From an optimization exercise on the open Yosys and OpenROAD flow, aimed at small area, a short achievable clock period and few clock cycles; shortcuts taken in it are not production practice.
Only simulation tests tie the RTL to the original design; equivalence was not proved.
Power is estimated from default activity; no workload was simulated.

Setup of fjord:
==> flow/design.v (excerpt) <==
module cpu(clk,reset,s,load,in,out,N,V,Z,w);
input clk, reset, s, load;
input [15:0] in;
output [15:0] out;
output N, V, Z, w;
reg [15:0] ir;
reg [15:0] R [0:7];
reg pending;
always @(posedge clk) begin
  if (load) ir <= in;
  pending <= s & ~load & ~reset;
end
wire [15:0] ins = pending ? ir : in;
wire [2:0] opcode = ins[15:13];
wire [1:0] op = ins[12:11];
wire [2:0] rn = ins[10:8];
wire [2:0] rd = ins[7:5];
wire [1:0] sh = ins[4:3];
wire [2:0] rm = ins[2:0];
wire go = ((s & load) | pending) & ~reset;
wire is_movi = (opcode == 3'b110) & (op == 2'b10);
wire is_mov  = (opcode == 3'b110) & (op == 2'b00);
wire is_alu  = (opcode == 3'b101);
wire is_cmp  = is_alu & (op == 2'b01);
wire is_and  = is_alu & (op == 2'b10);
wire writes_c = is_mov | (is_alu & (op != 2'b01));
wire use_a   = is_alu & (op != 2'b11);    
wire inv     = is_alu & op[0];
reg [15:0] p2, g2;
reg a15_2, inv2, and2, wr2, wc2, cmp2;
reg [2:0] wa2;
reg [15:0] c;
reg [2:0] nvz;
wire [15:0] res, out_n;
wire [2:0] nvz_n;
wire [7:0] busy = {8{wr2}} & (8'd1 << wa2);
wire [7:0] sel_n, sel_m;
wire fwd_n, fwd_m;
Instruction_Decoder dec(.pend(pending), .in_n(in[10:8]), .in_m(in[2:0]),
  .ir_n(ir[10:8]), .ir_m(ir[2:0]), .en_n(1'b1), .en_m(1'b1), .busy(busy),
  .sel_n(sel_n), .sel_m(sel_m), .fwd_n(fwd_n), .fwd_m(fwd_m));
reg [15:0] a, bs;
integer k;
always @(*) begin
  a  = {16{fwd_n}} & res;
  bs = {16{fwd_m}} & res;
  for (k = 0; k < 8; k = k + 1) begin
    a  = a  | ({16{sel_n[k]}} & R[k]);
    bs = bs | ({16{sel_m[k]}} & R[k]);
  end
end
wire sh_n = ~is_movi & (sh == 2'b00);    
wire sh_l = ~is_movi & (sh == 2'b01);    
wire sh_r = ~is_movi & sh[1];            
wire sh_a = ~is_movi & (sh == 2'b11);    
wire [15:0] b = ({16{sh_n}} & bs) | ({16{sh_l}} & {bs[14:0], 1'b0}) |
                ({16{sh_r}} & {1'b0, bs[15:1]}) | {sh_a & bs[15], 15'd0};
wire [15:0] imm = {{8{ins[7]}}, ins[7:0]};
wire [15:0] x0 = is_movi ? imm : {16{inv}};
wire [15:0] x1 = is_movi ? imm : {16{use_a ^ inv}};
reg  [15:0] x;
always @(*)
  for (k = 0; k < 16; k = k + 1)
    x[k] = a[k] ? x1[k] : x0[k];
always @(posedge clk) begin
  p2    <= x ^ b;
  ...
clock: 5.5 ns
lec_check: 0
cap_margin: 20
core_margin: 2
core_utilization: 40
cts_buf_list: sky130_fd_sc_hd__clkbuf_8
cts_cluster_diameter: 50
cts_cluster_size: 16
place_density: 0.75
setup_slack_margin: 2.5
slew_margin: 20
synth_hierarchical: 1
tns_end_percent: 0
standard.sh (not shown) runs the stock make flow with config.mk's settings and CLKGATE_MAP_FILE= SYNTH_SCRIPT=/design/flow/synth_recipe.tcl, a recipe that flattens the netlist after the stock synthesis.
==> flow/flow/run.sh <==
#!/bin/bash
# The standard layout, with plain buffers (rather than the delay cells
# buffer_ports picks by default) on the input and output ports.
set -euo pipefail
bash standard.sh BUFFER_PORTS_ARGS="-buffer_cell sky130_fd_sc_hd__buf_2" finish > standard.log 2>&1
Testbench counts of fjord, summed over its fixed seeds: cycles 24,064.
Input changes introduced in harbor (baseline for comparison: fjord):
Settings: swapping 0.75 for 0.65 in PLACE_DENSITY.
Notes after the runs:
As of harbor, total power had risen slightly compared to fjord. Result: PASS for each of harbor and fjord. Compared with fjord, harbor ends up with more cell area. harbor vs fjord — total area of multi-input combinational cells rose about 4%. Going from fjord to harbor, max-slew headroom at the worst pin grew by 0.50 points; smallest setup slack after layout grew by 0.12 ns; first-pass GRT wire length grew by about 3%. Global-route usage in harbor is 1.1 points higher than in fjord. Diff fjord -> harbor: minimum period implied by the final worst setup slack dropped 0.12 ns; combinational power share higher; non-clock buffer count grew by 1.
Here is what was changed in the inputs of sierra compared with harbor.
Settings: swapping 0.65 for 0.92 in PLACE_DENSITY.
[summary]
- Across sierra and harbor, the outcome is the same: a clean finish for every run.
- Between sierra and harbor, it is sierra whose half-perimeter wire length after detailed placement is lower, by 800 microns.
- Fraction of area in multi-input gates: lower on sierra
- Compared with harbor, sierra shows a higher share of layout cells above drive strength 1.
- Tightest slew margin relative to the limit (sierra over harbor): increase, 1.7 points
- The first-pass GRT wire length on harbor is in line with that on sierra.
- Of sierra and harbor, it is sierra that has the lower setup slack after layout.
- Diff sierra and harbor: sum of internal, switching and leakage power lower in harbor
- Re worst hold-check slack: sierra and harbor aren't equal, and the lower value belongs to harbor.
- The number of cell instances on the worst register-to-register path of sierra and that of harbor are within noise of each other.
- Going from harbor to sierra, flip-flop and latch share of the layout cell area dropped 0.58 points, final design instance area without fill increased by about 1.1% relative to the old numbers.
--- input diff sierra..umber ---
Settings: CORE_UTILIZATION now 50, was 40; PLACE_DENSITY no longer set, was 0.92.
Results
Comparing critical path depth for sierra and umber, the smaller number came from sierra. Summary: with sierra as the reference, mean number of vias per cell in umber moved down by a few percent. Per the comparison of umber with sierra, worst slack at placement lower, number of buffer cells added on primary ports roughly the same. Per the comparison of umber with sierra, horizontal die dimension has decreased, routability congestion estimate has decreased. NOTE: number of clock buffers in the layout in umber exceeds that of sierra. Number of global-route vias before repair ends up higher on sierra. The uppermost metal layer occupied by signal nets comes out met4 in one run and met5 in the other, namely in umber and sierra respectively. The multi-input combinational cell count was comparable across sierra and umber.

-- afterwards: timing with drivers on the ports --
The flow's constraints put no driver on any port. The routed layouts listed below were extracted and timed again, unchanged, in two steps.
Step 1 (the two cells are an assumption about what drives the block):
set clk [get_ports {clk}]
set_driving_cell -lib_cell sky130_fd_sc_hd__clkbuf_16 $clk
set_driving_cell -lib_cell sky130_fd_sc_hd__buf_2 [delete_from_list [all_inputs] $clk]
Step 2 adds t to the input delays and takes it off the output delays; t is the mean of the earliest and latest rising clock arrival at the registers after step 1. Input paths then give back, and output paths get back, about the clock's delay inside the block.
a / b / c = ideal ports / drivers / drivers and shift; a / b = the first two.
run | shift t [ns] | setup slack, ns | clock arrival spread, ns | worst register clock-pin slew, ns | cell pins on the clock port's net
fjord | 0.586 | 2.306 / 2.264 / 1.845 | 0.018 / 0.018 | 0.10 / 0.10 | 1
harbor | 0.593 | 2.424 / 2.375 / 1.909 | 0.023 / 0.023 | 0.10 / 0.10 | 1
sierra | 0.591 | 2.046 / 2.002 / 1.663 | 0.025 / 0.025 | 0.11 / 0.11 | 1
umber | 0.613 | 2.317 / 2.328 / 1.724 | 0.044 / 0.043 | 0.10 / 0.10 | 1
After both steps setup and hold are still met in every run listed. The setup slack of umber, which loses most, moves by +0.011 ns with the drivers and by -0.593 ns with both steps.
